From an optimization exercise on the open Yosys and OpenROAD flow, aimed at small area and a short achievable clock period; shortcuts taken in it are not production practice. Function was checked by simulation only, so behaviour that the tests miss may differ from the original.

==> flow/design.v, too long to show whole: its modules and the start of the top module <==
// module top_convolution: 1403 lines
// module conv_carry_ks: 23 lines
// module conv_gp: 4 lines
// module conv_g: 3 lines
// module conv_xn: 3 lines
// module conv_fa: 4 lines
// module conv_carry: 27 lines
module top_convolution#(parameter int IMG_SIZE = 5)(
    input clk,
    input rst,
    input [23:0] in,
    input [71:0] FILTER,
    output reg [(IMG_SIZE-2)*(IMG_SIZE-2)*9-1:0] OUT);
  // ...
==> flow/run.sh <==
#!/bin/bash
# synth_recipe.tcl (not shown) runs the flow's synth.tcl, then flattens the netlist and writes it again
# the make line also repeats each setting of config.mk as NAME=value (left out here)
make -C /OpenROAD-flow-scripts/flow DESIGN_CONFIG=/design/flow/config.mk WORK_HOME=/design/flow/orfs CLKGATE_MAP_FILE= SYNTH_SCRIPT=/design/flow/synth_recipe.tcl finish
==> flow/config.mk <==
export PLATFORM = sky130hd
export DESIGN_NAME = top_convolution
export DESIGN_NICKNAME = top_convolution
export VERILOG_FILES = /design/flow/design.v
export SDC_FILE = /design/flow/constraint.sdc
export NUM_CORES = 4
export LEC_CHECK = 0
export CAP_MARGIN = 20
export CORE_MARGIN = 2
export CORE_UTILIZATION = 40
export CTS_BUF_LIST = sky130_fd_sc_hd__clkbuf_4
export SLEW_MARGIN = 20
export SYNTH_HIERARCHICAL = 1
export SYNTH_MINIMUM_KEEP_SIZE = 0
==> flow/constraint.sdc <==
create_clock -name core_clock -period 17.0 [get_ports {clk}]
set_input_delay 3.4000 -clock core_clock [delete_from_list [all_inputs] [get_ports {clk}]]
set_output_delay 3.4000 -clock core_clock [all_outputs]
set_load 0.01 [all_outputs]
==> summary.md, run 1 <==
| Metric | Value |
|---|---|
| Clock buffers | `103` |
| DP Area | `19100 um^2` |
| Highest Signal Layer | `met4` |
| Top flop regs | `OUT x81, f x72` |
| Post-CTS setup buffer count | `0` |
| Met3 Track Usage GR | `3.59%` |
| Worst reg-to-reg path cell count | `12` |
| # hold bufs at CTS | `0` |
| DR WL met2 | `16.9 mm` |
| Mapped Area | `16600 um^2` |
| Critical Path Source Type | `register` |
| Final core utilization | `49.0%` |
| Most Used Layer, Global Route | `met2` |
| Maximum clock rate | `0.180 GHz` |
| Worst EP arrival | `5.97 ns` |
| Status | `timing/DRC/antenna clean` |
| Final Hold Fails | `0` |
| HP Class | `reg -> reg` |
| Most common cell after layout, fill and taps aside | `nand2_1` |
| Initial core utilization | `40.6%` |
| Met2 Track Usage GR | `28.1%` |
| TNS Setup | `0 ns` |
| CP Launch Point | `s[0]` |
| Die height | `208 um` |
| Number of DRC markers in iteration 0 | `331` |
| NonClk Buf Share | `9.21%` |
| Num rows | `74` |
| Share of cell area taken by multi-input logic gates | `51.0%` |
| YS warnings | `7` |
| Syn Inst Count | `1301` |
| Number of global-route vias before repair | `11200` |
| I/O pin cnt | `179` |
| TritonCTS clock tree | `done` |
| Inverters | `6` |
| Pins Over Slew Limit | `0` |
| Clock buffer count from CTS | `75` |
==> run 2: changes to the inputs <==
--- a/flow/config.mk
+++ b/flow/config.mk
@@ -10,3 +10,2 @@
 export CORE_UTILIZATION = 40
-export CTS_BUF_LIST = sky130_fd_sc_hd__clkbuf_4
 export SLEW_MARGIN = 20
==> summary.md, run 2 <==
| Metric | Value |
|---|---|
| Detail Placement HPWL | `24.2 mm (unchanged)` |
| Die height | `208 um (unchanged)` |
| Buffers on Ports | `178 (unchanged)` |
| Max reg flops | `81 (unchanged)` |
| Clock buffer count from CTS | `31 (was 75)` |
| Layout cell share with drive strength beyond 1 | `4.96% (was 8.41%)` |
| Initial antenna violation count | `0 (was 1)` |
| Initial core utilization | `40.6% (unchanged)` |
| Via Count | `9704 (was 9968)` |
| TNS Setup | `0 ns (unchanged)` |
| Post-route clock period utilization | `32.6% (about the same)` |
| Residual DRC | `0 (unchanged)` |
| HP Class | `reg -> reg (unchanged)` |
| Data required, critical path | `17.30 ns (was 17.43 ns)` |
| Least-Margin Pin Slew | `0.962 ns (was 0.988 ns)` |
| Unrepaired setup endpoints after global routing | `false (unchanged)` |
| Core area | `40800 um^2 (unchanged)` |
| Average wire per standard cell | `16.0 um (was 15.7 um)` |
| Register area | `6320 um^2 (unchanged)` |
| Status | `timing/DRC/antenna clean (unchanged)` |
| First-pass GRT wire length | `56.6 mm (was 57.5 mm)` |
| Largest net degree at the start of global routing | `73 (unchanged)` |
| Skew-Pair Late Insertion Delay | `0.57 ns (was 0.74 ns)` |
| Area grow syn2layout | `21.5% (was 20.7%)` |
| Most common cell after layout, fill and taps aside | `nand2_1 (unchanged)` |
| Hold Slack | `0.324 ns (was 0.294 ns)` |
| Final core utilization | `49.3% (was 49.0%)` |
| YS warnings | `7 (unchanged)` |
| Multi-input logic area | `10200 um^2 (unchanged)` |
| Gpl congestion | `0.759 (unchanged)` |
| Clock slew at reported path FFs | `0.06 ns (was 0.08 ns)` |
| Post-CTS setup buffer count | `0 (unchanged)` |
| Most frequent cells in the layout | `397 x nand2_1, 325 x fa_1, 189 x dfxtp_1 (unchanged)` |
| Worst slew margin | `35.7% (was 34.0%)` |
| Pre-Repair DR Iteration Count | `7 (was 4)` |
| Tmin final | `5.54 ns (about the same)` |
| Final Cell Area | `20100 um^2 (was 20000 um^2)` |
| Max-cap violations | `0 (unchanged)` |
| TritonCTS clock tree | `done (unchanged)` |
| Worst EP arrival | `5.84 ns (was 5.97 ns)` |
| Critical Path Source Type | `register (unchanged)` |
| All-Layer GR Usage | `16.4% (was 16.9%)` |
| Total die area | `43100 um^2 (unchanged)` |
| Number of global-route vias before repair | `10800 (was 11200)` |
| # setup viols final | `0 (unchanged)` |
| Setup CP Type | `reg -> reg (unchanged)` |
| Largest Register | `OUT (unchanged)` |
| Avg Cell Area, Syn | `12.7 um^2 (unchanged)` |
| Maximum clock rate | `0.180 GHz (about the same)` |
| Post-CTS sizing | `0 (unchanged)` |
| I/O pin cnt | `179 (unchanged)` |
| Total wire length | `33.4 mm (was 34.0 mm)` |
| DIE WIDTH | `208 um (unchanged)` |
| Mapped Area | `16600 um^2 (unchanged)` |
| Clk_skew | `0.0163 ns (was 0.0702 ns)` |
| Post-route ant nets | `0 (unchanged)` |
| CTS sink count | `275 (unchanged)` |
| Crit path max fanout | `72 (unchanged)` |
| Max Buffers Root-to-Sink | `3 (unchanged)` |
| Top flop regs | `OUT x81, f x72 (unchanged)` |
| H-tree levels | `1 (was 3)` |
| Pins Over Slew Limit | `0 (unchanged)` |
| # hold bufs at CTS | `0 (unchanged)` |
| Vias per std cell | `4.66 (was 4.61)` |
| Nets | `1961 (was 2005)` |
| Syn Inst Count | `1301 (unchanged)` |
| Crit end category | `register (unchanged)` |
| DP Area | `19100 um^2 (unchanged)` |
| Fillers | `3668 (was 3723)` |
| Final Hold Fails | `0 (unchanged)` |
| Clk root buf | `clkbuf_16 (was clkbuf_4)` |
| Grt total ovfl | `0 (unchanged)` |
| Num rows | `74 (unchanged)` |
| Number of DRC markers in iteration 0 | `337 (was 331)` |
## run 2: worst paths after layout
kind / startpoint / endpoint / slack (ns) / depth (start not counted)
worst min register to register: d1a[0] / d1b[0] / 0.32 / 0
worst max register to register: s[0] / OUT[44] / 11.46 / 12
worst min-delay path: d1a[0] / d1b[0] / 0.32 / 0
worst max-delay path: s[0] / OUT[44] / 11.46 / 12
## run 2: critical path, cell delays in order (launching register included)
cell     delay, ns
dfxtp_2       0.31
buf_4         0.64
nand2_1       0.16
fa_1          0.47
fa_1          0.53
fa_1          0.45
fa_1          0.45
fa_1          0.43
fa_1          0.43
fa_1          0.43
fa_1          0.42
xnor2_1       0.14
nor2_1        0.40
## run 2: final cells by class
| type | count | area share, % |
|---|---|---|
| multi-input cells | 1026 | 50.7 |
| flip-flops and latches | 275 | 31.4 |
| repair buffers | 186 | 9.15 |
| clock buffers | 32 | 3.87 |
| well taps | 532 | 3.31 |
| clock inverters | 26 | 1.49 |
| inverters | 6 | 0.112 |
| diodes | 1 | 0.0124 |
## run 2: metal layers
layer | vias up | share of wire [%] | GRT usage [%]
li1 | 4371 | - | -
met1 | 5019 | 43 | 21.9
met2 | 262 | 50 | 28.1
met3 | 52 | 5.1 | 2.34
met4 | 0 | 2.3 | 4.48
met5 | - | 0 | 0
## run 2: metrics by stage
step / instances / worst slack [ns]
after floorplan: 1375 / 12.05
after global routing: 2083 / 11.11
after detailed placement: 2025 / 11.36
after global placement: 2025 / 11.46
after CTS: 2083 / 11.34
final: 2084 / 11.46
==> run 3: changes to the inputs <==
==> flow/flow/run.sh (new file) <==
#!/bin/bash
# Layout flow: the standard ORFS flow (standard.sh, unchanged synthesis)
# with two settings changed: the port buffers are buf_2 cells instead of the
# default choice, and timing repair aims for 12 ns of setup slack.
set -euo pipefail
export BUFFER_PORTS_ARGS="-buffer_cell sky130_fd_sc_hd__buf_2"
export SETUP_SLACK_MARGIN=12
bash standard.sh > standard_make.log 2>&1
==> flow/standard.sh (new file) <==
#!/bin/bash
# synth_recipe.tcl (not shown) runs the flow's synth.tcl, then flattens the netlist and writes it again
# the make line also repeats each setting of config.mk as NAME=value (left out here)
make -C /OpenROAD-flow-scripts/flow DESIGN_CONFIG=/design/flow/config.mk WORK_HOME=/design/flow/orfs CLKGATE_MAP_FILE= SYNTH_SCRIPT=/design/flow/synth_recipe.tcl "${@:-finish}"
--- a/flow/config.mk
+++ b/flow/config.mk
@@ -10,2 +10,3 @@
 export CORE_UTILIZATION = 40
+export CTS_BUF_LIST = sky130_fd_sc_hd__clkbuf_4
 export SLEW_MARGIN = 20
removed: flow/run.sh
==> summary.md, run 3 <==
| Metric | Value |
|---|---|
| Crit path max fanout | `18 (was 72)` |
| Status | `timing/DRC/antenna clean (unchanged)` |
| Clk root buf | `clkbuf_4 (was clkbuf_16)` |
| H-tree levels | `3 (was 1)` |
| Crit end category | `register (unchanged)` |
| CP cell instances | `buf_16 > nand2_1 > fa_1 > fa_1 > fa_1 > fa_1 > fa_1 > fa_1 > fa_1 > fa_1 > xnor2_1 > nor2_2 > buf_4 (was buf_4 > nand2_1 > fa_1 > fa_1 > fa_1 > fa_1 > fa_1 > fa_1 > fa_1 > fa_1 > xnor2_1 > nor2_1)` |
| Max-cap violations | `0 (unchanged)` |
| Hold Slack | `0.307 ns (was 0.324 ns)` |
| Max reg flops | `81 (unchanged)` |
| Area grow syn2layout | `16.5% (was 21.5%)` |
| Worst EP arrival | `5.24 ns (was 5.84 ns)` |
| Maximum clock rate | `0.208 GHz (was 0.180 GHz)` |
| CP bufs+invs | `2 (was 1)` |
| Core area | `40800 um^2 (unchanged)` |
| Avg Cell Area, Syn | `12.7 um^2 (unchanged)` |
| Initial antenna violation count | `2 (was 0)` |
| Setup CP Type | `reg -> reg (unchanged)` |
| Crit path to | `OUT[44] (unchanged)` |
| Largest Register | `OUT (unchanged)` |
| Skew-Pair Late Insertion Delay | `0.74 ns (was 0.57 ns)` |
| Total die area | `43100 um^2 (unchanged)` |
| Critical hold path startpoint | `r1c[4] (was d1a[0])` |
| Tmin final | `4.80 ns (was 5.54 ns)` |
| I/O pin cnt | `179 (unchanged)` |
| Largest net degree at the start of global routing | `64 (was 73)` |
| Least-Margin Pin Slew | `1.08 ns (was 0.962 ns)` |
| All-Layer GR Usage | `17.1% (was 16.4%)` |
| Clock slew at reported path FFs | `0.07 ns (was 0.06 ns)` |
| Final Hold Fails | `0 (unchanged)` |
| Most common cell after layout, fill and taps aside | `nand2_1 (unchanged)` |
| DIE WIDTH | `208 um (unchanged)` |
| CTS sink count | `275 (unchanged)` |
| R2r endpoint | `OUT[44] (unchanged)` |
| Number of DRC markers in iteration 0 | `448 (was 337)` |
| Die height | `208 um (unchanged)` |
| Detail Placement HPWL | `23.8 mm (was 24.2 mm)` |
| Num rows | `74 (unchanged)` |
| Initial core utilization | `40.6% (unchanged)` |
| Worst flop-to-flop path startpoint | `s[0] (unchanged)` |
| CP Depth | `13 (was 12)` |
| Clock buffer count from CTS | `75 (was 31)` |
| Residual DRC | `0 (unchanged)` |
| Total wire length | `34.9 mm (was 33.4 mm)` |
| Fillers | `3763 (was 3668)` |
| HP Class | `reg -> reg (unchanged)` |
| Post-route clock period utilization | `28.2% (was 32.6%)` |
| Top flop regs | `OUT x81, f x72 (unchanged)` |
| Nets | `2015 (was 1961)` |
| Worst slew margin | `27.7% (was 35.7%)` |
| Grt total ovfl | `0 (unchanged)` |
| Data required, critical path | `17.44 ns (was 17.30 ns)` |
| Clk_skew | `0.0530 ns (was 0.0163 ns)` |
| Post-route ant nets | `0 (unchanged)` |
| Max Buffers Root-to-Sink | `3 (unchanged)` |
| Layout cell share with drive strength beyond 1 | `20.3% (was 4.96%)` |
| Buffers on Ports | `178 (unchanged)` |
| R2R Setup Slk | `12.20 ns (was 11.46 ns)` |
| Max incr delay on CP | `0.49 ns (was 0.64 ns)` |
| # setup viols final | `0 (unchanged)` |
| Number of global-route vias before repair | `11200 (was 10800)` |
| Syn Inst Count | `1301 (unchanged)` |
| Unrepaired setup endpoints after global routing | `false (unchanged)` |
| Pins Over Slew Limit | `0 (unchanged)` |
| Pre-Repair DR Iteration Count | `8 (was 7)` |
| First-pass GRT wire length | `57.8 mm (was 56.6 mm)` |
| Critical Path Source Type | `register (unchanged)` |
| CP top delay family | `adder cells (unchanged)` |
| Vias per std cell | `4.66 (about the same)` |
| TritonCTS clock tree | `done (unchanged)` |
| Slowest CP cell | `fa_1 (was buf_4)` |
| Via Count | `10100 (was 9704)` |
| Worst reg-to-reg path cell count | `13 (was 12)` |
| YS warnings | `7 (unchanged)` |
| Most frequent cells in the layout | `397 x nand2_1, 323 x fa_1, 186 x dfxtp_1 (was 397 x nand2_1, 325 x fa_1, 189 x dfxtp_1)` |
| Gpl congestion | `0.776 (was 0.759)` |
| Most numerous cell on the critical path | `fa_1 (unchanged)` |
| Mapped Area | `16600 um^2 (unchanged)` |
| CP Launch Point | `s[0] (unchanged)` |
| Average wire per standard cell | `16.1 um (was 16.0 um)` |
| TNS Setup | `0 ns (unchanged)` |
run 3: worst reg2reg max path, cell delays in order, from the launching register on:
cell	delay, ns
dfxtp_4	0.37
buf_16	0.16
nand2_1	0.09
fa_1	0.49
fa_1	0.41
fa_1	0.42
fa_1	0.40
fa_1	0.47
fa_1	0.46
fa_1	0.42
fa_1	0.41
xnor2_1	0.18
nor2_2	0.07
buf_4	0.16
run 3: area by class of cell:
class                      instances  area (um^2)  area share, %
timing repair buffer             196         1190           6.16
inverter                           6         22.5          0.117
tap                              532          666           3.45
sequential                       275         6330           32.8
clock inverter                    20         83.8          0.434
antenna                            2         5.00         0.0259
clock buffer                     106          796           4.12
multi-input combinational       1026        10200           52.9
run 3: stage by stage:
step,cell area (um^2),util (%),cells,setup WS (ns)
CTS,19300,47.2,2160,12.01
global route,19300,47.3,2162,12.03
finish,19300,47.3,2163,12.20
detailed placement,18200,44.5,2027,11.41
floorplan,16800,-,1375,12.05
global placement,18200,44.5,2026,11.55
run 3: routing by layer:
metal	track usage, %	wire length [um]	vias to the layer above	part of all wire, %
met5	0	0	-	0
met4	7.02	1010	0	2.9
met3	4.36	2430	74	7.0
met2	28.5	17200	344	49
met1	21.3	14200	5132	41
li1	-	-	4520	-
run 3: how the worst min path moves through the flow:
stage                  end  depth (start not counted)  slack [ns]
finish              d1a[4]                          0        0.31
global route        d0a[4]                          0        0.32
CTS                 d0a[4]                          0        0.31
detailed placement  d0a[2]                          0        0.31
global placement    d1a[0]                          0        0.31
floorplan           d0a[0]                          0        0.31
run 3: repair_timing:
action | in CTS | in global routing
gates cloned | 4 | 0
buffers inserted | 3 | 1
gates resized for setup | 14 | 10
hold buffers | 0 | 0
pin swaps | 1 | 2
setup endpoints to repair | 36 | 18
==> run 4: changes to the inputs <==
==> flow/flow/run.sh (replaced) <==
#!/bin/bash
# Layout flow: the standard ORFS flow (standard.sh, unchanged synthesis)
# with two settings changed: the port buffers are buf_2 cells instead of the
# default choice, and timing repair aims for 0 ns of setup slack.
set -euo pipefail
export BUFFER_PORTS_ARGS="-buffer_cell sky130_fd_sc_hd__buf_2"
export SETUP_SLACK_MARGIN=0
bash standard.sh > standard_make.log 2>&1
==> summary.md, run 4 <==
| Metric | Value |
|---|---|
| Status | `timing/DRC/antenna clean (unchanged)` |
| Pre-Repair DR Iteration Count | `7 (was 8)` |
| Buffers on Ports | `178 (unchanged)` |
| I/O pin cnt | `179 (unchanged)` |
| Clock slew at reported path FFs | `0.07 ns (about the same)` |
| # setup viols final | `0 (unchanged)` |
| TritonCTS clock tree | `done (unchanged)` |
| Post-route clock period utilization | `32.7% (was 28.2%)` |
| Post-route ant nets | `0 (unchanged)` |
| Post-CTS sizing | `0 (was 14)` |
| Worst slew margin | `27.2% (was 27.7%)` |
| Crit end category | `register (unchanged)` |
| TNS Setup | `0 ns (unchanged)` |
| Syn Inst Count | `1301 (unchanged)` |
| YS warnings | `7 (unchanged)` |
| Number of DRC markers in iteration 0 | `413 (was 448)` |
| Clock buffer count from CTS | `75 (unchanged)` |
| DP Area | `18200 um^2 (unchanged)` |
| H-tree levels | `3 (unchanged)` |
| Largest Register | `OUT (unchanged)` |
| Residual DRC | `0 (unchanged)` |
| Num rows | `74 (unchanged)` |
| Area grow syn2layout | `15.0% (was 16.5%)` |
| First-pass GRT wire length | `56.3 mm (was 57.8 mm)` |
| Max reg flops | `81 (unchanged)` |
| Final Hold Fails | `0 (unchanged)` |
| Layout cell share with drive strength beyond 1 | `19.4% (was 20.3%)` |
| Most common cell after layout, fill and taps aside | `nand2_1 (unchanged)` |
| Total wire length | `33.6 mm (was 34.9 mm)` |
| Initial core utilization | `40.6% (unchanged)` |
| Core area | `40800 um^2 (unchanged)` |
| All-Layer GR Usage | `16.5% (was 17.1%)` |
| Nets | `2007 (was 2015)` |
| Setup CP Type | `reg -> reg (unchanged)` |
| Fin cells | `2154 (was 2163)` |
| Wire length on met3 | `2.13 mm (was 2.43 mm)` |
| Skew-Pair Late Insertion Delay | `0.74 ns (about the same)` |
| Highest Signal Layer | `met4 (unchanged)` |
| Post-CTS setup buffer count | `0 (was 3)` |
| Placed Cells | `2027 (unchanged)` |
| Unrepaired setup endpoints after global routing | `false (unchanged)` |
| Largest net degree at the start of global routing | `73 (was 64)` |
| Crit path max fanout | `72 (was 18)` |
| Vias per std cell | `4.63 (was 4.66)` |
| Max Buffers Root-to-Sink | `3 (unchanged)` |
| Clk root buf | `clkbuf_4 (unchanged)` |
| Die height | `208 um (unchanged)` |
| Number of global-route vias before repair | `11100 (was 11200)` |
| Worst EP arrival | `5.98 ns (was 5.24 ns)` |
| Pins Over Slew Limit | `0 (unchanged)` |
| Top flop regs | `OUT x81, f x72 (unchanged)` |
| Avg Cell Area, Syn | `12.7 um^2 (unchanged)` |
| DR WL met2 | `16.6 mm (was 17.2 mm)` |
| Initial antenna violation count | `2 (unchanged)` |
| Most frequent cells in the layout | `397 x nand2_1, 325 x fa_1, 189 x dfxtp_1 (was 397 x nand2_1, 323 x fa_1, 186 x dfxtp_1)` |
| Grt total ovfl | `0 (unchanged)` |
| HP Class | `reg -> reg (unchanged)` |
| Gpl congestion | `0.776 (unchanged)` |
| Max-cap violations | `0 (unchanged)` |
| Via Count | `9970 (was 10100)` |
| Detail Placement HPWL | `23.8 mm (unchanged)` |
| Maximum clock rate | `0.180 GHz (was 0.208 GHz)` |
| Least-Margin Pin Slew | `1.09 ns (was 1.08 ns)` |
| DIE WIDTH | `208 um (unchanged)` |
| # hold bufs at CTS | `0 (unchanged)` |
| Final Cell Area | `19100 um^2 (was 19300 um^2)` |
| Mapped Area | `16600 um^2 (unchanged)` |
| Total die area | `43100 um^2 (unchanged)` |
| Average wire per standard cell | `15.6 um (was 16.1 um)` |
| CTS sink count | `275 (unchanged)` |
| Tmin final | `5.55 ns (was 4.80 ns)` |
| Clk_skew | `0.0543 ns (was 0.0530 ns)` |
| Routed metal-1 wirelength | `14.1 mm (was 14.2 mm)` |
| Data required, critical path | `17.43 ns (was 17.44 ns)` |
| Critical Path Source Type | `register (unchanged)` |
run 4: final timing paths:
| kind | from | endpoint | slack, ns | cells past startpoint |
|---|---|---|---|---|
| setup / recovery | s[0] | OUT[44] | 11.45 | 12 |
| hold / removal | r1c[4] | d1a[4] | 0.31 | 0 |
| setup reg to reg | s[0] | OUT[44] | 11.45 | 12 |
| hold reg to reg | r1c[4] | d1a[4] | 0.31 | 0 |
run 4: area by class of cell:
class                   count  area, um^2
diodes                      1        2.50
clock buffers             106         796
clock inverters            20        83.8
fillers                  3779       21800
inverters                   6        22.5
multi-input cells        1026       10200
flip-flops and latches    275        6320
well taps                 532         666
repair buffers            188         966
run 4: layer usage:
layer | track usage, % | vias up
met2 | 27.4 | 316
li1 | - | 4497
met5 | 0 | -
met3 | 4.19 | 62
met1 | 20.7 | 5095
met4 | 6.63 | 0
run 4: per-stage QoR:
stage | hold slack [ns] | worst slack, ns | util, %
final | 0.308 | 11.45 | 46.7
after global routing | 0.319 | 11.09 | 46.7
after CTS | 0.309 | 11.33 | 46.7
after detailed placement | 0.312 | 11.41 | 44.5
after global placement | 0.310 | 11.55 | 44.5
after floorplan | 0.310 | 12.05 | -
run 4: critical path: stages (launching register included):
cell and delay [ns]:
dfxtp_2 0.31, buf_4 0.65, nand2_1 0.17, fa_1 0.58
fa_1 0.45, fa_1 0.43, fa_1 0.43, fa_1 0.43
fa_1 0.43, fa_1 0.42, fa_1 0.41, xnor2_1 0.13
nor2_1 0.38
==> run 5: changes to the inputs <==
==> flow/flow/run.sh (replaced) <==
#!/bin/bash
# Layout flow: the standard ORFS flow (standard.sh, unchanged synthesis)
# with two settings changed: the port buffers are buf_2 cells instead of the
# default choice, and timing repair aims for 13 ns of setup slack.
set -euo pipefail
export BUFFER_PORTS_ARGS="-buffer_cell sky130_fd_sc_hd__buf_2"
export SETUP_SLACK_MARGIN=13
bash standard.sh > standard_make.log 2>&1
==> summary.md, run 5 <==
| Metric | Value |
|---|---|
| Status | `timing/DRC/antenna clean (unchanged)` |
| Data required, critical path | `13.60 ns (was 17.43 ns)` |
| Clk root buf | `clkbuf_4 (unchanged)` |
| I/O pin cnt | `179 (unchanged)` |
| Critical hold path startpoint | `r1c[5] (was r1c[4])` |
| Clock slew at reported path FFs | `0.06 ns (was 0.07 ns)` |
| Worst slew margin | `39.6% (was 27.2%)` |
| Number of global-route vias before repair | `12000 (was 11100)` |
| # setup viols final | `0 (unchanged)` |
| Mapped Area | `16600 um^2 (unchanged)` |
| Final core utilization | `50.8% (was 46.7%)` |
| Detail Placement HPWL | `24.4 mm (was 23.8 mm)` |
| Register area | `6340 um^2 (was 6320 um^2)` |
| First-pass GRT wire length | `63.4 mm (was 56.3 mm)` |
| Buffers on Ports | `178 (unchanged)` |
| Least-Margin Pin Slew | `0.905 ns (was 1.09 ns)` |
| Top flop regs | `OUT x81, f x72 (unchanged)` |
| Clk_skew | `0.0334 ns (was 0.0543 ns)` |
| Syn Inst Count | `1301 (unchanged)` |
| Fin cells | `2206 (was 2154)` |
| Max reg flops | `81 (unchanged)` |
| Total die area | `43100 um^2 (unchanged)` |
| TritonCTS clock tree | `done (unchanged)` |
| Post-route clock period utilization | `27.6% (was 32.7%)` |
| R2r endpoint | `OUT[44] (unchanged)` |
| Max-cap violations | `0 (unchanged)` |
| Num rows | `74 (unchanged)` |
| Setup CP Type | `reg -> out (was reg -> reg)` |
| Area grow syn2layout | `25.2% (was 15.0%)` |
| Pre-Repair DR Iteration Count | `5 (was 7)` |
| Worst reg-to-reg path cell count | `13 (was 12)` |
| HP Class | `reg -> reg (unchanged)` |
| Slowest CP cell | `edfxtp_1 (was buf_4)` |
| Core area | `40800 um^2 (unchanged)` |
| Max Buffers Root-to-Sink | `3 (unchanged)` |
| Most frequent cells in the layout | `379 x nand2_1, 186 x fa_1, 184 x dfxtp_1 (was 397 x nand2_1, 325 x fa_1, 189 x dfxtp_1)` |
| Placed Cells | `2024 (was 2027)` |
| Hold Slack | `0.313 ns (was 0.308 ns)` |
| Vias per std cell | `4.72 (was 4.63)` |
| Initial antenna violation count | `2 (unchanged)` |
| Tmin final | `4.69 ns (was 5.55 ns)` |
| Avg Cell Area, Syn | `12.7 um^2 (unchanged)` |
| Gpl congestion | `0.813 (was 0.776)` |
| YS warnings | `7 (unchanged)` |
| Nets | `2051 (was 2007)` |
| Residual DRC | `0 (unchanged)` |
| Crit path max fanout | `1 (was 72)` |
| Pins Over Slew Limit | `0 (unchanged)` |
| Largest net degree at the start of global routing | `55 (was 73)` |
| All-Layer GR Usage | `19.2% (was 16.5%)` |
| Clock buffer count from CTS | `75 (unchanged)` |
| Via Count | `10400 (was 9970)` |
| Total wire length | `38.8 mm (was 33.6 mm)` |
| Grt total ovfl | `0 (unchanged)` |
| CP top delay family | `flip-flops (was adder cells)` |
| Number of DRC markers in iteration 0 | `464 (was 413)` |
| Worst EP arrival | `1.29 ns (was 5.98 ns)` |
| R2R Setup Slk | `12.59 ns (was 11.45 ns)` |
| Layout cell share with drive strength beyond 1 | `32.7% (was 19.4%)` |
| Initial core utilization | `40.6% (unchanged)` |
| Final Hold Fails | `0 (unchanged)` |
| Worst flop-to-flop path startpoint | `s[0] (unchanged)` |
| Skew-Pair Late Insertion Delay | `0.75 ns (was 0.74 ns)` |
| Most common cell after layout, fill and taps aside | `nand2_1 (unchanged)` |
| CP cell instances | `buf_2 (was buf_4 > nand2_1 > fa_1 > fa_1 > fa_1 > fa_1 > fa_1 > fa_1 > fa_1 > fa_1 > xnor2_1 > nor2_1)` |
| Fillers | `3549 (was 3779)` |
| CP Launch Point | `OUT[80] (was s[0])` |
| # hold bufs at CTS | `0 (unchanged)` |
| H-tree levels | `3 (unchanged)` |
| Worst Hold Path Cells | `0 (unchanged)` |
| Largest Register | `OUT (unchanged)` |
| Worst Setup Slack, final | `12.31 ns (was 11.45 ns)` |
| Maximum clock rate | `0.213 GHz (was 0.180 GHz)` |
| DP Worst Slack | `11.91 ns (was 11.41 ns)` |
| Post-route ant nets | `0 (unchanged)` |
| Die height | `208 um (unchanged)` |
| Unrepaired setup endpoints after global routing | `true (was false)` |
| TNS Setup | `0 ns (unchanged)` |
| Max incr delay on CP | `0.41 ns (was 0.65 ns)` |
| Average wire per standard cell | `17.6 um (was 15.6 um)` |
| Multi-input logic area | `10900 um^2 (was 10200 um^2)` |
| Hold Path Sink | `d1a[5] (was d1a[4])` |
| DIE WIDTH | `208 um (unchanged)` |
| CTS sink count | `275 (unchanged)` |
| Crit end category | `output pin (was register)` |
| Critical Path Source Type | `register (unchanged)` |
| CP bufs+invs | `1 (unchanged)` |
[run 5: changes by cell type in the layout (fill, tap and decap cells not counted), sizes merged]
cell    before  now
bufbuf       0    4
bufinv       0    4
inv          7    9
clkinv      19   21
clkbuf     106  104
diode        1    3
buf        188  227
nor2        14   15
[run 5: worst max path at each step]
| stage | end | slack, ns | cells past startpoint |
|---|---|---|---|
| after CTS | OUT[80] | 12.22 | 1 |
| after detailed placement | s[7] | 11.91 | 7 |
| after floorplan | s[8] | 12.11 | 6 |
| final | OUT[80] | 12.31 | 1 |
| after global routing | OUT[39] | 12.19 | 1 |
| after global placement | s[7] | 11.93 | 7 |
[run 5: cell type report]
| cell class | instances | area share (%) |
|---|---|---|
| diodes | 3 | 0.0362 |
| clock buffers | 104 | 3.76 |
| clock inverters | 28 | 1.02 |
| inverters | 6 | 0.109 |
| multi-input cells | 1027 | 52.6 |
| flip-flops and latches | 275 | 30.5 |
| well taps | 532 | 3.21 |
| repair buffers | 231 | 8.69 |
[run 5: repair_timing]
action / 4_1_cts / 5_1_grt
buffers inserted: 29 / 7
endpoints found under the setup margin: 151 / 130
gates cloned: 11 / 0
resized for setup: 103 / 22
endpoints found under the hold margin: 0 / 0
pin swaps: 77 / 55
[run 5: through the flow]
step                      area, um^2
after detailed placement       18700
final                          20700
after global routing           20700
after global placement         18700
after CTS                      20600
after floorplan                17500
[run 5: metal layers]
metal	track usage [%]	wire length, um	vias up
met1	23.8	15800	5372
met5	0	0	-
met4	7.73	1360	0
met3	4.70	2360	97
met2	32.3	19300	343
li1	-	-	4608
==> run 6: changes to the inputs <==
==> flow/flow/run.sh (replaced) <==
#!/bin/bash
# Layout flow: the standard ORFS flow (standard.sh, unchanged synthesis)
# with two settings changed: the port buffers are buf_2 cells instead of the
# default choice, and timing repair aims for 12.5 ns of setup slack.
set -euo pipefail
export BUFFER_PORTS_ARGS="-buffer_cell sky130_fd_sc_hd__buf_2"
export SETUP_SLACK_MARGIN=12.5
bash standard.sh > standard_make.log 2>&1
==> summary.md, run 6 <==
| Metric | Value |
|---|---|
| Final core utilization | `48.7% (was 50.8%)` |
| Most frequent cells in the layout | `397 x nand2_1, 272 x fa_1, 185 x dfxtp_1 (was 379 x nand2_1, 186 x fa_1, 184 x dfxtp_1)` |
| Max-cap violations | `0 (unchanged)` |
| Average wire per standard cell | `17.1 um (was 17.6 um)` |
| HP Class | `reg -> reg (unchanged)` |
| Area grow syn2layout | `19.9% (was 25.2%)` |
| R2r endpoint | `OUT[17] (was OUT[44])` |
| CTS sink count | `275 (unchanged)` |
| Pins Over Slew Limit | `0 (unchanged)` |
| Number of global-route vias before repair | `11400 (was 12000)` |
| Status | `timing/DRC/antenna clean (unchanged)` |
| Largest net degree at the start of global routing | `55 (unchanged)` |
| Num rows | `74 (unchanged)` |
| YS warnings | `7 (unchanged)` |
| Clk_skew | `0.0336 ns (was 0.0334 ns)` |
| Total die area | `43100 um^2 (unchanged)` |
| Via Count | `10100 (was 10400)` |
| DIE WIDTH | `208 um (unchanged)` |
| Clk root buf | `clkbuf_4 (unchanged)` |
| Final Hold Fails | `0 (unchanged)` |
| TritonCTS clock tree | `done (unchanged)` |
| CP top delay family | `flip-flops (unchanged)` |
| Clock buffer count from CTS | `76 (was 75)` |
| R2R Setup Slk | `12.62 ns (was 12.59 ns)` |
| Least-Margin Pin Slew | `1.11 ns (was 0.905 ns)` |
| CP cell instances | `buf_2 (unchanged)` |
| Residual DRC | `0 (unchanged)` |
| Slowest CP cell | `edfxtp_1 (unchanged)` |
| # setup viols final | `0 (unchanged)` |
| Setup CP Type | `reg -> out (unchanged)` |
| Gpl congestion | `0.784 (was 0.813)` |
| CP Depth | `1 (unchanged)` |
| Top flop regs | `OUT x81, f x72 (unchanged)` |
| TNS Setup | `0 ns (unchanged)` |
| Largest Register | `OUT (unchanged)` |
| Max reg flops | `81 (unchanged)` |
| Unrepaired setup endpoints after global routing | `true (unchanged)` |
| Worst EP arrival | `1.27 ns (was 1.29 ns)` |
| Avg Cell Area, Syn | `12.7 um^2 (unchanged)` |
| Max Buffers Root-to-Sink | `3 (unchanged)` |
| Vias per std cell | `4.65 (was 4.72)` |
| Nets | `2027 (was 2051)` |
| Core area | `40800 um^2 (unchanged)` |
| Mapped Area | `16600 um^2 (unchanged)` |
| Hold Path Sink | `d0a[5] (was d1a[5])` |
| Tmin final | `4.67 ns (was 4.69 ns)` |
| Post-route clock period utilization | `27.5% (was 27.6%)` |
| Number of DRC markers in iteration 0 | `447 (was 464)` |
| Detail Placement HPWL | `24.1 mm (was 24.4 mm)` |
| Maximum clock rate | `0.214 GHz (was 0.213 GHz)` |
| Initial core utilization | `40.6% (unchanged)` |
| Skew-Pair Late Insertion Delay | `0.73 ns (was 0.75 ns)` |
| Most common cell after layout, fill and taps aside | `nand2_1 (unchanged)` |
| Worst reg-to-reg path cell count | `12 (was 13)` |
| Worst Hold Path Cells | `0 (unchanged)` |
| I/O pin cnt | `179 (unchanged)` |
| Buffers on Ports | `178 (unchanged)` |
| Crit path max fanout | `1 (unchanged)` |
| Total wire length | `37.3 mm (was 38.8 mm)` |
| Die height | `208 um (unchanged)` |
| H-tree levels | `3 (unchanged)` |
| Critical hold path startpoint | `r0c[5] (was r1c[5])` |
| Max incr delay on CP | `0.41 ns (about the same)` |
| CP bufs+invs | `1 (unchanged)` |
| Post-route ant nets | `0 (unchanged)` |
| Grt total ovfl | `0 (unchanged)` |
| Initial antenna violation count | `3 (was 2)` |
| Clock slew at reported path FFs | `0.07 ns (was 0.06 ns)` |
| Critical Path Source Type | `register (unchanged)` |
| Syn Inst Count | `1301 (unchanged)` |
| All-Layer GR Usage | `17.9% (was 19.2%)` |
| Pre-Repair DR Iteration Count | `5 (unchanged)` |
| Data required, critical path | `13.60 ns (about the same)` |
| Layout cell share with drive strength beyond 1 | `24.6% (was 32.7%)` |
| Crit end category | `output pin (unchanged)` |
| First-pass GRT wire length | `59.7 mm (was 63.4 mm)` |
| Worst slew margin | `25.7% (was 39.6%)` |
| Worst flop-to-flop path startpoint | `s[0] (unchanged)` |
## run 6: final cells by class
| type | instances | area [um^2] |
|---|---|---|
| Multi-Input combinational cell | 1026 | 10400 |
| Inverter | 6 | 22.5 |
| Timing Repair Buffer | 207 | 1390 |
| Tap cell | 532 | 666 |
| Clock inverter | 37 | 287 |
| Antenna cell | 2 | 5.00 |
| Fill cell | 3644 | 21000 |
| Clock buffer | 97 | 728 |
| Sequential cell | 275 | 6340 |
## run 6: how the worst max path moves through the flow
stage | endpoint | slack [ns] | startpoint
finish | OUT[44] | 12.33 | OUT[44]
global route | OUT[71] | 12.22 | OUT[71]
CTS | OUT[44] | 12.23 | OUT[44]
detailed placement | OUT[26] | 11.68 | s[0]
global placement | OUT[53] | 11.76 | s[0]
floorplan | s[8] | 12.11 | in[5]
## run 6: stage by stage
stage / std cells / hold WS (ns) / cell area, um^2 / worst slack [ns]
2_1_floorplan: 1375 / 0.310 / 17000 / 12.11
3_3_place_gp: 2024 / 0.310 / 18200 / 11.76
3_5_place_dp: 2024 / 0.313 / 18200 / 11.68
4_1_cts: 2177 / 0.301 / 19700 / 12.23
5_1_grt: 2182 / 0.317 / 19900 / 12.22
6_report: 2182 / 0.306 / 19900 / 12.33
## run 6: repair_timing
item,in CTS,in global routing
cloned,5,3
resized for setup,41,41
buffers inserted,14,0
hold buffers,0,0
endpoints found under the setup margin,140,113
pin swaps,7,13
## run 6: layer usage
layer	share of wire [%]	routed length (um)	up-vias	global-route usage, %
met3	5.5	2050	71	4.04
met1	41	15300	5199	22.4
met5	0.024	9	-	0
met4	2.7	1020	2	6.67
met2	51	18900	321	30.4
li1	-	-	4555	-
==> run 7: changes to the inputs <==
--- a/flow/config.mk
+++ b/flow/config.mk
@@ -9,4 +9,5 @@
 export CORE_MARGIN = 2
-export CORE_UTILIZATION = 40
+export CORE_UTILIZATION = 65
 export CTS_BUF_LIST = sky130_fd_sc_hd__clkbuf_4
+export PLACE_DENSITY = 0.75
 export SLEW_MARGIN = 20
==> summary.md, run 7 <==
| Metric | Value |
|---|---|
| Detail Placement HPWL | `23.1 mm (was 24.1 mm)` |
| HP Class | `reg -> reg (unchanged)` |
| Num rows | `58 (was 74)` |
| Initial core utilization | `66.0% (was 40.6%)` |
| Clock slew at reported path FFs | `0.10 ns (was 0.07 ns)` |
| Max reg flops | `81 (unchanged)` |
| Max incr delay on CP | `0.45 ns (was 0.41 ns)` |
| TritonCTS clock tree | `done (unchanged)` |
| Max Buffers Root-to-Sink | `3 (unchanged)` |
| Final Cell Area | `19600 um^2 (was 19900 um^2)` |
| Worst slew margin | `31.9% (was 25.7%)` |
| Skew-Pair Late Insertion Delay | `0.72 ns (was 0.73 ns)` |
| Critical Path Source Type | `register (unchanged)` |
| Setup CP Type | `reg -> out (unchanged)` |
| All-Layer GR Usage | `28.4% (was 17.9%)` |
| Core area | `25100 um^2 (was 40800 um^2)` |
| Tmin final | `4.74 ns (was 4.67 ns)` |
| Number of global-route vias before repair | `11500 (was 11400)` |
| Pins Over Slew Limit | `0 (unchanged)` |
| Vias per std cell | `5.23 (was 4.65)` |
| DP Area | `18000 um^2 (was 18200 um^2)` |
| Crit end category | `output pin (unchanged)` |
| Status | `timing/DRC/antenna clean (unchanged)` |
| Post-route clock period utilization | `27.9% (was 27.5%)` |
| Pre-Repair DR Iteration Count | `5 (unchanged)` |
| Max-cap violations | `0 (unchanged)` |
| Clk root buf | `clkbuf_4 (unchanged)` |
| Total die area | `26800 um^2 (was 43100 um^2)` |
| Initial antenna violation count | `1 (was 3)` |
| YS warnings | `7 (unchanged)` |
| Unrepaired setup endpoints after global routing | `true (unchanged)` |
| Buffers on Ports | `178 (unchanged)` |
| Area grow syn2layout | `18.1% (was 19.9%)` |
| Via Count | `10300 (was 10100)` |
| Least-Margin Pin Slew | `1.02 ns (was 1.11 ns)` |
| CP top delay family | `flip-flops (unchanged)` |
| Most common cell after layout, fill and taps aside | `nand2_1 (unchanged)` |
| # hold bufs at CTS | `0 (unchanged)` |
| Crit path max fanout | `1 (unchanged)` |
| Largest Register | `OUT (unchanged)` |
| Fillers | `1565 (was 3644)` |
| Slowest CP cell | `edfxtp_1 (unchanged)` |
| I/O pin cnt | `179 (unchanged)` |
| Layout cell share with drive strength beyond 1 | `25.2% (was 24.6%)` |
| Register area | `6340 um^2 (unchanged)` |
| CP cell instances | `buf_2 (unchanged)` |
| Clock buffer count from CTS | `72 (was 76)` |
| H-tree levels | `3 (unchanged)` |
| Data required, critical path | `13.60 ns (about the same)` |
| Worst EP arrival | `1.34 ns (was 1.27 ns)` |
| Largest net degree at the start of global routing | `64 (was 55)` |
| Average wire per standard cell | `18.3 um (was 17.1 um)` |
| Final Hold Fails | `0 (unchanged)` |
| Total wire length | `36.2 mm (was 37.3 mm)` |
| DIE WIDTH | `164 um (was 208 um)` |
| First-pass GRT wire length | `57.5 mm (was 59.7 mm)` |
| Multi-input logic area | `10500 um^2 (was 10400 um^2)` |
| Most frequent cells in the layout | `396 x nand2_1, 265 x fa_1, 187 x dfxtp_1 (was 397 x nand2_1, 272 x fa_1, 185 x dfxtp_1)` |
| Number of DRC markers in iteration 0 | `761 (was 447)` |
| Clk_skew | `0.0752 ns (was 0.0336 ns)` |
| Nets | `2032 (was 2027)` |
| Residual DRC | `0 (unchanged)` |
| Syn Inst Count | `1301 (unchanged)` |
| Maximum clock rate | `0.211 GHz (was 0.214 GHz)` |
| Avg Cell Area, Syn | `12.7 um^2 (unchanged)` |
| Mapped Area | `16600 um^2 (unchanged)` |
| CP bufs+invs | `1 (unchanged)` |
| Grt total ovfl | `0 (unchanged)` |
| Die height | `164 um (was 208 um)` |
| Top flop regs | `OUT x81, f x72 (unchanged)` |
| CTS sink count | `275 (unchanged)` |
| Post-route ant nets | `0 (unchanged)` |
| # setup viols final | `0 (unchanged)` |
| Gpl congestion | `0.825 (was 0.784)` |
| TNS Setup | `0 ns (unchanged)` |
## run 7: cell types whose count changed in the layout (fill, tap and decap cells not counted), moves of 3 or more
| cell | before | now |
|---|---|---|
| buf_4 | 13 | 23 |
| dfxtp_2 | 5 | 2 |
| clkinv_2 | 13 | 4 |
| fa_2 | 53 | 60 |
| clkinv_1 | 17 | 13 |
| buf_16 | 5 | 2 |
| clkbuf_4 | 97 | 101 |
| buf_6 | 0 | 3 |
| bufinv_16 | 5 | 2 |
| fa_1 | 272 | 265 |
## run 7: layout make-up
cell class / count / share of cell area, %
clock buffer: 101 / 3.88
multi-input combinational: 1026 / 53.4
clock inverter: 24 / 0.876
inverter: 6 / 0.115
tap: 330 / 2.11
sequential: 275 / 32.4
timing repair buffer: 216 / 7.17
antenna: 1 / 0.0128
## run 7: metrics by stage
| step | hold slack [ns] | worst slack [ns] | util, % | std cells |
|---|---|---|---|---|
| floorplan | 0.310 | 12.11 | - | 1375 |
| global placement | 0.310 | 11.91 | 71.7 | 1825 |
| detailed placement | 0.312 | 11.77 | 71.7 | 1825 |
| CTS | 0.282 | 12.30 | 76.9 | 1965 |
| global route | 0.292 | 12.20 | 77.9 | 1979 |
| finish | 0.265 | 12.26 | 77.9 | 1979 |
## run 7: final timing paths
path / depth (start not counted) / endpoint / from / slack, ns
worst max-delay path: 1 / OUT[13] / OUT[13] / 12.26
worst min-delay path: 0 / d0b[3] / d0a[3] / 0.26
worst max register to register: 12 / r1a[8] / s[0] / 12.56
worst min register to register: 0 / d0b[3] / d0a[3] / 0.26
## run 7: layer usage
layer / wire length, um / GRT usage, %
met1: 14400 / 37.0
met2: 18600 / 49.1
met3: 2360 / 5.03
met5: 0 / 0
met4: 923 / 9.01
## run 7: repair_timing
action	in CTS	in global routing
setup endpoints to repair	139	121
cloned	4	3
gates resized for setup	51	37
pin swaps	13	25
setup buffers	11	10

-- static timing again, ports no longer ideal --
Ports are ideal in the flow. The routed layouts listed here were re-timed in OpenROAD.
Step 1, drivers: a clkbuf_16 drives clk and a buf_2 each remaining input, both assumed.
Step 2 also shifts input and output timing later by t, the mid clock arrival at the registers, as if the neighbouring blocks saw the same clock.
Three values: ideal, step 1, step 2; two values: the first two.
| run | shift t [ns] | setup WS [ns] | worst setup path at the end | worst slew at a driven data input, ns | cell pins on the clock port's net |
|---|---|---|---|---|---|
| run 1 | 0.751 | 11.458 / 11.458 / 11.458 | register to register | 0.11 | 1 |
| run 2 | 0.614 | 11.457 / 11.457 / 11.457 | register to register | 0.11 | 1 |
| run 3 | 0.764 | 12.200 / 12.200 / 11.860 | input to register | 0.08 | 1 |
| run 4 | 0.768 | 11.449 / 11.449 / 11.449 | register to register | 0.08 | 1 |
| run 5 | 0.776 | 12.309 / 12.259 / 11.919 | input to register | 0.08 | 1 |
| run 6 | 0.754 | 12.330 / 12.282 / 11.884 | input to register | 0.07 | 1 |
| run 7 | 0.719 | 12.264 / 12.224 / 11.897 | input to register | 0.06 | 1 |
After both steps every run listed still meets setup and hold. For run 6, which loses most, drivers alone change the setup slack by -0.048 ns; drivers and shift together by -0.446 ns.
